From an optimization exercise on the open Yosys and OpenROAD flow, aimed at small area and a short achievable clock period; shortcuts taken in it are not production practice. In this exercise RTL edits were held to simulation tests only and were not proved equivalent to the original. Power is estimated from default activity; no workload was simulated.

==> flow/design.v (outline; a module is shown in full before it is edited, if it fits) <==
// module Converter: 1583 lines
// module Converter_a21oi: 3 lines
// module Converter_a222oi: 3 lines
// module Converter_inv: 3 lines
// module Converter_nand2: 3 lines
// module Converter_nor2: 3 lines
// module Converter_nor2b: 3 lines
// module Converter_o21ai: 3 lines
// module Converter_xnor2: 3 lines
// module Converter_xor2: 3 lines
module Converter #(parameter INPUT_WIDTH = 16,
                   parameter OUTPUT_WIDTH = 64)(
    input[INPUT_WIDTH-1:0] data,
    input sop,
    input eop,
    input rst,
    input clk,
    output[OUTPUT_WIDTH-1:0] number,
    output valid,
    output error
    );
  // ...
==> flow/flow/run.sh <==
#!/bin/bash
# Own layout flow: the standard synthesis unchanged, then the standard ORFS
# layout steps with one difference: the port buffers are buf_1 cells instead
# of the default choice. Each tool's output goes to a log file here.
set -euo pipefail
W=$(pwd)
R=$W/orfs/results/$FLOW_PLATFORM/Converter/base

bash standard.sh synth > synth.log 2>&1

# the flow settings from config.mk, passed on make's command line as standard.sh does
args=()
while read -r kw k eq v; do
  [[ "$kw" == export && "$eq" == "=" ]] || continue
  case "$k" in
    PLATFORM|DESIGN_NAME|DESIGN_NICKNAME|VERILOG_FILES|SDC_FILE|NUM_CORES|LEC_CHECK) ;;
    *) args+=("$k=$v") ;;
  esac
done < config.mk

make -C "$FLOW_HOME" DESIGN_CONFIG="$W/config.mk" WORK_HOME="$W/orfs" CLKGATE_MAP_FILE= \
  SYNTH_SCRIPT="$W/synth_recipe.tcl" "${args[@]}" \
  "BUFFER_PORTS_ARGS=-buffer_cell sky130_fd_sc_hd__buf_1" finish > layout.log 2>&1

: # left out here: write the final layout as DEF
==> flow/standard.sh <==
#!/bin/bash
# synth_recipe.tcl (not shown) runs the flow's synth.tcl, then flattens the netlist and writes it again
# the make line also repeats each setting of config.mk as NAME=value (left out here)
make -C /OpenROAD-flow-scripts/flow DESIGN_CONFIG=/design/flow/config.mk WORK_HOME=/design/flow/orfs CLKGATE_MAP_FILE= SYNTH_SCRIPT=/design/flow/synth_recipe.tcl "${@:-finish}"
==> flow/config.mk <==
export PLATFORM = sky130hd
export DESIGN_NAME = Converter
export DESIGN_NICKNAME = Converter
export VERILOG_FILES = /design/flow/design.v
export SDC_FILE = /design/flow/constraint.sdc
export NUM_CORES = 8
export LEC_CHECK = 0
export CAP_MARGIN = 20
export CORE_MARGIN = 2
export CORE_UTILIZATION = 40
export CTS_BUF_LIST = sky130_fd_sc_hd__clkbuf_4 sky130_fd_sc_hd__clkbuf_8
export SETUP_SLACK_MARGIN = 5
export SLEW_MARGIN = 20
export SYNTH_HIERARCHICAL = 1
==> flow/constraint.sdc <==
create_clock -name core_clock -period 8.5 [get_ports {clk}]
set_input_delay 1.7000 -clock core_clock [delete_from_list [all_inputs] [get_ports {clk}]]
set_output_delay 1.7000 -clock core_clock [all_outputs]
set_load 0.01 [all_outputs]
==> impl_results.html, run 1 <==
<table>
<tr><th>Metric</th><th>Value</th></tr>
<tr><th colspan="2">Layout</th></tr>
<tr><td>Most frequent cells in the layout</td><td>136 x nand2_1, 121 x a222oi_1, 103 x inv_1</td></tr>
<tr><td>Combined area of the multi-input logic cells</td><td>slightly above 0.005 mm2</td></tr>
<tr><td>Signal inverters</td><td>around 110</td></tr>
<tr><td>Number of non-filler instances in the completed layout</td><td>1211</td></tr>
<tr><td>Final standard cell area without fillers</td><td>0.008302 mm2</td></tr>
<tr><td>Clock-cell share of area</td><td>0.02381</td></tr>
<tr><td>Dominant class by area</td><td>multi-input combinational cells</td></tr>
<tr><td>Filler cells</td><td>1753</td></tr>
<tr><td>Area delta synth-&gt;final</td><td>15.83%</td></tr>
<tr><td>Total number of multi-input combinational cells</td><td>681</td></tr>
<tr><th colspan="2">Logic synthesis</th></tr>
<tr><td>Top cells by count, synth</td><td>136 x nand2_1, 121 x a222oi_1, 105 x inv_1, 96 x nor2_1, 94 x a21oi_2</td></tr>
<tr><td>Complex-gate fraction of the synthesized area</td><td>0.3486</td></tr>
<tr><td>Most common cell in the netlist</td><td>nand2_1</td></tr>
<tr><td>Post-synthesis mux area share</td><td>0.001397</td></tr>
<tr><td>Area share of and/or/nand/nor cells after synthesis</td><td>0.2490</td></tr>
<tr><td>Sequential element share of the synthesized area</td><td>0.2423</td></tr>
<tr><td>Async set-reset flop share out of synthesis</td><td>0.03571</td></tr>
<tr><td>Prevailing post-synth register cell</td><td>dfxtp_1</td></tr>
<tr><td>Dominant combinational cell family by area after synthesis</td><td>compound AO/OA/AOI/OAI gates</td></tr>
<tr><th colspan="2">Worst setup path</th></tr>
<tr><td>CP peak stage delay</td><td>0.36 ns</td></tr>
<tr><td>Cell Chain, Critical Path</td><td>buf_8, a222oi_1, buf_4, nor2_2, a21oi_4, o21ai_4, a21oi_4, o21ai_4, a21oi_4, inv_2, a21oi_4, o21ai_2, inv_1, o21ai_1, a21oi_2, o21ai_1, xor2_1</td></tr>
<tr><td>Most frequent CP cell</td><td>a21oi_4</td></tr>
<tr><td>CP Max Fanout</td><td>slightly above 60</td></tr>
<tr><td>Kind of start point of the critical path</td><td>flop</td></tr>
<tr><th colspan="2">Clocking</th></tr>
<tr><td>Hold Buf Count CTS</td><td>0</td></tr>
<tr><th colspan="2">Power</th></tr>
<tr><td>Clock power frac</td><td>0.273</td></tr>
<tr><td>Seq pwr share</td><td>0.458</td></tr>
<tr><td>Power consumed by combinational cells</td><td>0.303 mW</td></tr>
<tr><td>Comb power frac</td><td>0.270</td></tr>
<tr><td>Cell Int Power</td><td>0.6772 mW</td></tr>
<tr><td>Reported net switching power</td><td>0.4447 mW</td></tr>
<tr><td>Leakage power summed over all cells</td><td>between 3 and 4 nW</td></tr>
<tr><td>Clock network power</td><td>0.306 mW</td></tr>
<tr><th colspan="2">STA</th></tr>
<tr><td>Clock tree skew after final layout</td><td>0.007433 ns</td></tr>
<tr><td>Slew Viols, Final</td><td>0</td></tr>
<tr><td>Fmax</td><td>0.3027 GHz</td></tr>
<tr><td>Post-Route Setup TNS</td><td>0 ns</td></tr>
<tr><td>Setup repair after global routing missed its margin</td><td>yes</td></tr>
<tr><th colspan="2">Placement</th></tr>
<tr><td>Port Buffers</td><td>85</td></tr>
<tr><th colspan="2">GRT</th></tr>
<tr><td>Antenna violations before repair</td><td>0</td></tr>
<tr><th colspan="2">Outcome</th></tr>
<tr><td>Status</td><td>complete, no violations</td></tr>
<tr><th colspan="2">Drt</th></tr>
<tr><td>Wire length reported by the detailed router</td><td>19.53 mm</td></tr>
<tr><th colspan="2">Worst hold path</th></tr>
<tr><td>Worst Hold Class</td><td>reg2reg</td></tr>
<tr><th colspan="2">Floorplan</th></tr>
<tr><td>Row count</td><td>between 40 and 50</td></tr>
</table>
==> run 2: changes to the inputs <==
==> flow/flow/run.sh (replaced) <==
#!/bin/bash
# Own layout flow. Differences from the standard layout:
#  1. synthesis reads design_gates.v, a copy of design.v in which each one-gate
#     cell module (Converter_<gate>) instantiates the matching sky130 cell
#     (flow/gatemap.py), so the adder keeps the gate structure the RTL spells
#     out; the rest goes through the standard flow's synthesis script (synth_recipe.tcl)
#     unchanged, so the registers and their names are the standard ones;
#  2. the port buffers are buf_1 cells;
#  3. timing repair aims at a setup slack of 5.3 ns (a 3.2 ns period), more
#     than config.mk's settings allow.
# Each tool's output goes to a log file in this folder.
set -euo pipefail
W=$(pwd)
R=$W/orfs/results/$FLOW_PLATFORM/Converter/base

python3 flow/gatemap.py design.v design_gates.v > gatemap.log 2>&1

# the flow settings from config.mk, passed on make's command line as standard.sh does
args=()
while read -r kw k eq v; do
  [[ "$kw" == export && "$eq" == "=" ]] || continue
  case "$k" in
    PLATFORM|DESIGN_NAME|DESIGN_NICKNAME|VERILOG_FILES|SDC_FILE|NUM_CORES|LEC_CHECK) ;;
    *) args+=("$k=$v") ;;
  esac
done < config.mk

make -C "$FLOW_HOME" DESIGN_CONFIG="$W/config.mk" WORK_HOME="$W/orfs" CLKGATE_MAP_FILE= \
  SYNTH_SCRIPT="$W/synth_recipe.tcl" "${args[@]}" VERILOG_FILES="$W/design_gates.v" \
  synth > synth.log 2>&1

make -C "$FLOW_HOME" DESIGN_CONFIG="$W/config.mk" WORK_HOME="$W/orfs" CLKGATE_MAP_FILE= \
  SYNTH_SCRIPT="$W/synth_recipe.tcl" "${args[@]}" VERILOG_FILES="$W/design_gates.v" \
  "BUFFER_PORTS_ARGS=-buffer_cell sky130_fd_sc_hd__buf_1" SETUP_SLACK_MARGIN=5.3 finish > layout.log 2>&1

: # left out here: write the final layout as DEF
==> flow/flow/gatemap.py (new file) <==
#!/usr/bin/env python3
"""Rewrite design.v for synthesis: each one-gate cell module Converter_<gate>
(assign y = <function>;) gets the matching sky130 cell instead of its assign,
so synthesis keeps exactly the gate netlist the RTL spells out.
usage: gatemap.py IN OUT"""
import re, sys

P = 'sky130_fd_sc_hd__'
MAP = {
    'inv':    ('inv_1',    {'a': 'A', 'y': 'Y'}),
    'nand2':  ('nand2_1',  {'a': 'A', 'b': 'B', 'y': 'Y'}),
    'nor2':   ('nor2_1',   {'a': 'A', 'b': 'B', 'y': 'Y'}),
    'nor2b':  ('nor2b_1',  {'a': 'A', 'bn': 'B_N', 'y': 'Y'}),
    'xor2':   ('xor2_1',   {'a': 'A', 'b': 'B', 'y': 'X'}),
    'xnor2':  ('xnor2_1',  {'a': 'A', 'b': 'B', 'y': 'Y'}),
    'a21oi':  ('a21oi_1',  {'a1': 'A1', 'a2': 'A2', 'b': 'B1', 'y': 'Y'}),
    'o21ai':  ('o21ai_1',  {'a1': 'A1', 'a2': 'A2', 'b': 'B1', 'y': 'Y'}),
    'a222oi': ('a222oi_1', {'a1': 'A1', 'a2': 'A2', 'b1': 'B1', 'b2': 'B2',
                            'c1': 'C1', 'c2': 'C2', 'y': 'Y'}),
}

src = open(sys.argv[1]).read()
n = [0]

def sub(m):
    kind, ports, body = m.group(1), m.group(2), m.group(3)
    if kind not in MAP:
        return m.group(0)
    cell, pins = MAP[kind]
    names = re.findall(r'(?:input|output)\s+(\w+)', ports)
    assert sorted(names) == sorted(pins), (kind, names)
    conns = ', '.join(f'.{pins[p]}({p})' for p in names)
    n[0] += 1
    return f'module Converter_{kind} ({ports});\n    {P}{cell} g ({conns});\nendmodule'

out = re.sub(r'module Converter_(\w+) \(([^)]*)\);\n(.*?)\nendmodule', sub, src, flags=re.S)
open(sys.argv[2], 'w').write(out)
print(f'gatemap: {n[0]} cell modules mapped')
==> impl_results.html, run 2 <==
<table>
<tr><th>Metric</th><th>Value</th></tr>
<tr><th colspan="2">Layout</th></tr>
<tr><td>Flip-flop count of the largest register, all copies and words added</td><td>64</td></tr>
<tr><td>Most frequent cells in the layout</td><td>135 x nand2_1, 121 x a222oi_1, 103 x inv_1</td></tr>
<tr><td>Area taken by flip-flops and latches</td><td>approximately 0.0018 mm2</td></tr>
<tr><td>Combined area of the multi-input logic cells</td><td>0.004367 mm2 (-15%)</td></tr>
<tr><td>Fraction of layout instances using a drive strength above 1</td><td>0.08847</td></tr>
<tr><td>N_diodes</td><td>0</td></tr>
<tr><td>Largest registers in the final layout</td><td>acc: 64 flops, base: 4 flops, dig: 4 flops</td></tr>
<tr><td># nets final</td><td>roughly 1000</td></tr>
<tr><td>Area delta synth-&gt;final</td><td>21.91%</td></tr>
<tr><td>Register with the most flip-flops</td><td>acc</td></tr>
<tr><td>Number of non-filler instances in the completed layout</td><td>1222 (+0.91%)</td></tr>
<tr><td>Filler cells</td><td>1561 (-11%)</td></tr>
<tr><td>Most common library cell in the layout ignoring fill and taps</td><td>nand2_1</td></tr>
<tr><th colspan="2">Worst setup path</th></tr>
<tr><td>Worst Setup End Kind</td><td>flop</td></tr>
<tr><td>Critical path type</td><td>reg2reg</td></tr>
<tr><td>Register-to-register setup slack</td><td>5.40 ns</td></tr>
<tr><td>Arr. time, crit path</td><td>3.38 ns</td></tr>
<tr><td>Kind of start point of the critical path</td><td>flop</td></tr>
<tr><td>Worst Reg-to-Reg Cells</td><td>12</td></tr>
<tr><td>Reg-to-Reg Start</td><td>t1_1</td></tr>
<tr><td>FF-to-FF End</td><td>acc[11]</td></tr>
<tr><td>CP Max Fanout</td><td>19 (-69%)</td></tr>
<tr><td>Crit path required time</td><td>8.78 ns</td></tr>
<tr><th colspan="2">Worst hold path</th></tr>
<tr><td>Worst Hold Class</td><td>reg2reg</td></tr>
<tr><td>Count of cells along the worst hold path</td><td>0</td></tr>
<tr><td>Hold worst-path end</td><td>vld</td></tr>
<tr><td>Hold_sp</td><td>eop_d</td></tr>
<tr><th colspan="2">STA</th></tr>
<tr><td>Post-Route Setup TNS</td><td>0 ns (unchanged)</td></tr>
<tr><td>Clock tree skew after final layout</td><td>0.009713 ns (+0.002280 ns)</td></tr>
<tr><td>Fmax</td><td>0.3227 GHz (+6.6%)</td></tr>
<tr><td>Share of the cycle needed by the critical path after routing</td><td>0.3645</td></tr>
<tr><td>Remaining max-slew budget at the tightest pin</td><td>0.7132</td></tr>
<tr><td>Final setup fails</td><td>0</td></tr>
<tr><td>Worst hold slack</td><td>0.3675 ns</td></tr>
<tr><td>Slew Viols, Final</td><td>0 (unchanged)</td></tr>
<tr><td>Final critical path time including I/O delays and setup</td><td>about 3.1 ns</td></tr>
<tr><td>Transition time at the pin with the least slew margin</td><td>0.4302 ns</td></tr>
<tr><td>Final number of hold-violating endpoints</td><td>0</td></tr>
<tr><td>Setup repair after global routing missed its margin</td><td>yes</td></tr>
<tr><th colspan="2">Drt</th></tr>
<tr><td>Via count</td><td>7003</td></tr>
<tr><td>Detail-routed via count per cell</td><td>5.731</td></tr>
<tr><td>Post-detailed-route wirelength per cell</td><td>15.78 um</td></tr>
<tr><td>Drt first pass iters</td><td>11</td></tr>
<tr><td>Number of routed nets with antenna violations</td><td>0</td></tr>
<tr><td>Count of unresolved DRC violations after routing</td><td>0</td></tr>
<tr><td>Wire length reported by the detailed router</td><td>19.29 mm (-1.2%)</td></tr>
<tr><td>Iter 0 DRT Violations</td><td>1057</td></tr>
<tr><th colspan="2">Clocking</th></tr>
<tr><td>CTS root buffer</td><td>clkbuf_8</td></tr>
<tr><td>Hold Buf Count CTS</td><td>0 (unchanged)</td></tr>
<tr><td>Clock-pin slew reported for the worst setup and hold paths after clock tree synthesis</td><td>0.10 ns</td></tr>
<tr><td>Sinks on the clock net</td><td>84</td></tr>
<tr><td>Count of H-tree levels built during CTS</td><td>3</td></tr>
<tr><td>Clock tree buffer depth</td><td>2</td></tr>
<tr><td>CTS tree</td><td>done</td></tr>
<tr><td>Clock insertion delay at the later pin of the skew report</td><td>0.39 ns</td></tr>
<tr><td>TritonCTS Buffers</td><td>9</td></tr>
<tr><th colspan="2">Logic synthesis</th></tr>
<tr><td>Total number of yosys warnings</td><td>7</td></tr>
<tr><td>Complex-gate fraction of the synthesized area</td><td>0.3376 (-0.01105)</td></tr>
<tr><td>Adder-cell area share of the yosys netlist</td><td>0.02751</td></tr>
<tr><td>Syn nets</td><td>903</td></tr>
<tr><td>Dominant combinational cell family by area after synthesis</td><td>compound AO/OA/AOI/OAI gates</td></tr>
<tr><td>Share of Yosys cell area claimed by the top area cell type</td><td>0.2421</td></tr>
<tr><td>Leading area contributor after synthesis</td><td>dfxtp_1</td></tr>
<tr><td>Synthesized flop and latch total</td><td>84</td></tr>
<tr><td>Async set-reset flop share out of synthesis</td><td>0.03571 (unchanged)</td></tr>
<tr><td>Prevailing post-synth register cell</td><td>dfxtp_1</td></tr>
<tr><td>Synthesized area divided by synthesized cell count</td><td>7.302 um2</td></tr>
<tr><td>Area share of and/or/nand/nor cells after synthesis</td><td>0.2095 (-0.03948)</td></tr>
<tr><td>Netlist area before placement</td><td>between 0.006 and 0.007 mm2</td></tr>
<tr><td>Xor-xnor portion of the synthesized cell area</td><td>0.08803</td></tr>
<tr><td>Number of unique standard cell types used by synthesis</td><td>33</td></tr>
<tr><td>Count of flip-flops with a built-in enable after synthesis</td><td>4</td></tr>
<tr><td>Post-synthesis mux area share</td><td>0.001572 (+0.0001754)</td></tr>
<tr><td>Largest cells by area after synthesis</td><td>dfxtp_1 24%, a222oi_1 19%, nand2_1 8.0%, a21oi_1 7.4%, inv_1 6.2%</td></tr>
<tr><td>Top cells by count, synth</td><td>136 x nand2_1, 121 x a222oi_1, 105 x inv_1, 96 x nor2_1, 94 x a21oi_1</td></tr>
<tr><td>Number of cells produced by synthesis</td><td>872</td></tr>
<tr><td>Most common cell in the netlist</td><td>nand2_1</td></tr>
<tr><td>Sequential element share of the synthesized area</td><td>0.2727 (+0.03043)</td></tr>
<tr><th colspan="2">GRT</th></tr>
<tr><td>Sum of overflow across all layers after global routing</td><td>0</td></tr>
<tr><td>Grt met3 use</td><td>0.03075</td></tr>
<tr><td>Pin count of the biggest net entering global routing</td><td>43</td></tr>
<tr><td>GR Layer Usage met2</td><td>0.3563</td></tr>
<tr><td>Overall track demand over capacity in global routing</td><td>0.2192</td></tr>
<tr><td>Via count of the first global-routing pass</td><td>6213</td></tr>
<tr><td>First-pass GRT wire length</td><td>30.24 mm</td></tr>
<tr><td>Most used routing layer</td><td>met2</td></tr>
<tr><td>Antenna violations before repair</td><td>0 (unchanged)</td></tr>
<tr><td>GR met1 Demand/Resource</td><td>0.2962</td></tr>
<tr><th colspan="2">Floorplan</th></tr>
<tr><td>Die span in x</td><td>130.2 um</td></tr>
<tr><td>Die boundary height</td><td>around 130 um</td></tr>
<tr><td>Row count</td><td>46 (-4.2%)</td></tr>
<tr><td>Placeable core region</td><td>0.01571 mm2</td></tr>
<tr><td>Top-Level Pins</td><td>86</td></tr>
<tr><td>Initial standard-cell utilization of the core</td><td>0.4052</td></tr>
<tr><td>Die outline area</td><td>0.01694 mm2</td></tr>
<tr><th colspan="2">Job</th></tr>
<tr><td>Max capacitance violation total</td><td>0</td></tr>
<tr><th colspan="2">Power</th></tr>
<tr><td>Power, Total</td><td>1.110 mW</td></tr>
<tr><td>Power Dens Cells</td><td>142.9 mW/mm2</td></tr>
<tr><td>Leakage power summed over all cells</td><td>3.070 nW (+1.2%)</td></tr>
<tr><td>Worst IR Drop VDD</td><td>0.0001122 V</td></tr>
<tr><th colspan="2">Placement</th></tr>
<tr><td>Placed Instances</td><td>1176</td></tr>
<tr><td>HPWL Detailed</td><td>11.42 mm</td></tr>
<tr><td>Port Buffers</td><td>85 (unchanged)</td></tr>
<tr><td>RD Place Congestion</td><td>0.8184</td></tr>
<tr><th colspan="2">Outcome</th></tr>
<tr><td>Status</td><td>complete, no violations</td></tr>
</table>
run 2: changes by cell type after synthesis:
cell	change
nor2b_1	+60
nor2b_4	-60
a21oi_2	-93
a21oi_1	+93
run 2: metrics by stage:
stage	utilization	worst slack [ns]	cell area [um2]
after detailed placement	0.4476	4.627	7033
after floorplan	-	5.336	6421
after CTS	0.4724	5.317	7423
after global placement	0.4476	4.684	7033
final	0.4940	5.402	7762
after global routing	0.4940	5.231	7762
run 2: worst max-delay path, cell delays in order (launching register included):
cell	delay (ns)
dfxtp_4	0.42
buf_6	0.19
buf_12	0.17
a22oi_1	0.11
fa_1	0.52
inv_1	0.07
ha_1	0.29
a21o_1	0.21
a21oi_4	0.22
xor2_4	0.28
clkbuf_16	0.26
o21ai_1	0.09
xor2_1	0.14
run 2: report_power, final:
part	switching [mW]	internal, mW
sequential	0.0751	0.438
clock	0.186	0.118
combinational	0.176	0.116
total	0.438	0.672
run 2: logic make-up (layout without fill, tap and decap cells):
family,Yosys count,in the layout
xor+xnor,64,64
buf+inv,107,241
simple gates,303,303
compound gates,302,302
flops,84,84
fa+ha+maj,11,11
mux,1,1
run 2: layer usage:
metal,share of wire,wire (um)
met1,0.45,8675
met2,0.46,8907
met3,0.068,1316
met4,0.020,389
met5,0,0
run 2: final cells by class:
class	count	share of cell area
well taps	216	0.03482
clock inverters	7	0.009510
clock buffers	9	0.01596
flip-flops and latches	84	0.2279
inverters	107	0.05174
repair buffers	118	0.09752
multi-input cells	681	0.5625
run 2: repair_timing:
action / CTS / global route
setup buffers: 10 / 17
resized for setup: 10 / 36
cloned: 0 / 3
pin swaps: 3 / 33
endpoints found under the setup margin: 59 / 52
run 2: worst max-delay path by stage:
stage,from,to,slack (ns),cells after the start
2_1_floorplan,t1_3,acc[59],5.34,15
3_3_place_gp,t2_0,acc[59],4.68,15
3_5_place_dp,t2_0,acc[59],4.63,15
4_1_cts,t1_3,acc[50],5.32,10
5_1_grt,t2_0,acc[59],5.23,16
6_report,t1_1,acc[11],5.40,12
run 2: per-module statistics from Yosys, one instance, submodules excluded, a selection:
module           copies in the design  cells  flops+latches  cell area [um2]
Converter_nor2                     94      1              0            3.754
Converter_o21ai                    73      1              0            5.005
Converter_inv                      90      1              0            3.754
Converter_a21oi                    93      1              0            5.005
Converter_nor2b                    60      1              0            6.256
Converter_xnor2                    20      1              0            8.758
Converter_nand2                   133      1              0            3.754

## separate check: timing with driven ports
The results above use ideal ports. As a check the final layouts listed here were re-extracted and re-timed, cells and wires unchanged. Step 1: set_driving_cell puts a clkbuf_16 on clk and a buf_2 on each other input, an assumption about the parent block. Step 2, shift: input delay + t, output delay - t, t = (earliest + latest rising clock arrival at the registers) / 2. This alone moves slack from input paths to output paths. Slacks: ideal ports / drivers / drivers and shift; pairs: ideal ports / drivers.
run | t, ns | setup WS [ns] | hold WS [ns] | cell pins on the clock port's net
run 1 | 0.421 | 5.197 / 5.197 / 5.197 | 0.382 / 0.382 / 0.382 | 1
run 2 | 0.424 | 5.402 / 5.402 / 5.402 | 0.368 / 0.368 / 0.368 | 1
After both steps every run listed still meets setup and hold.
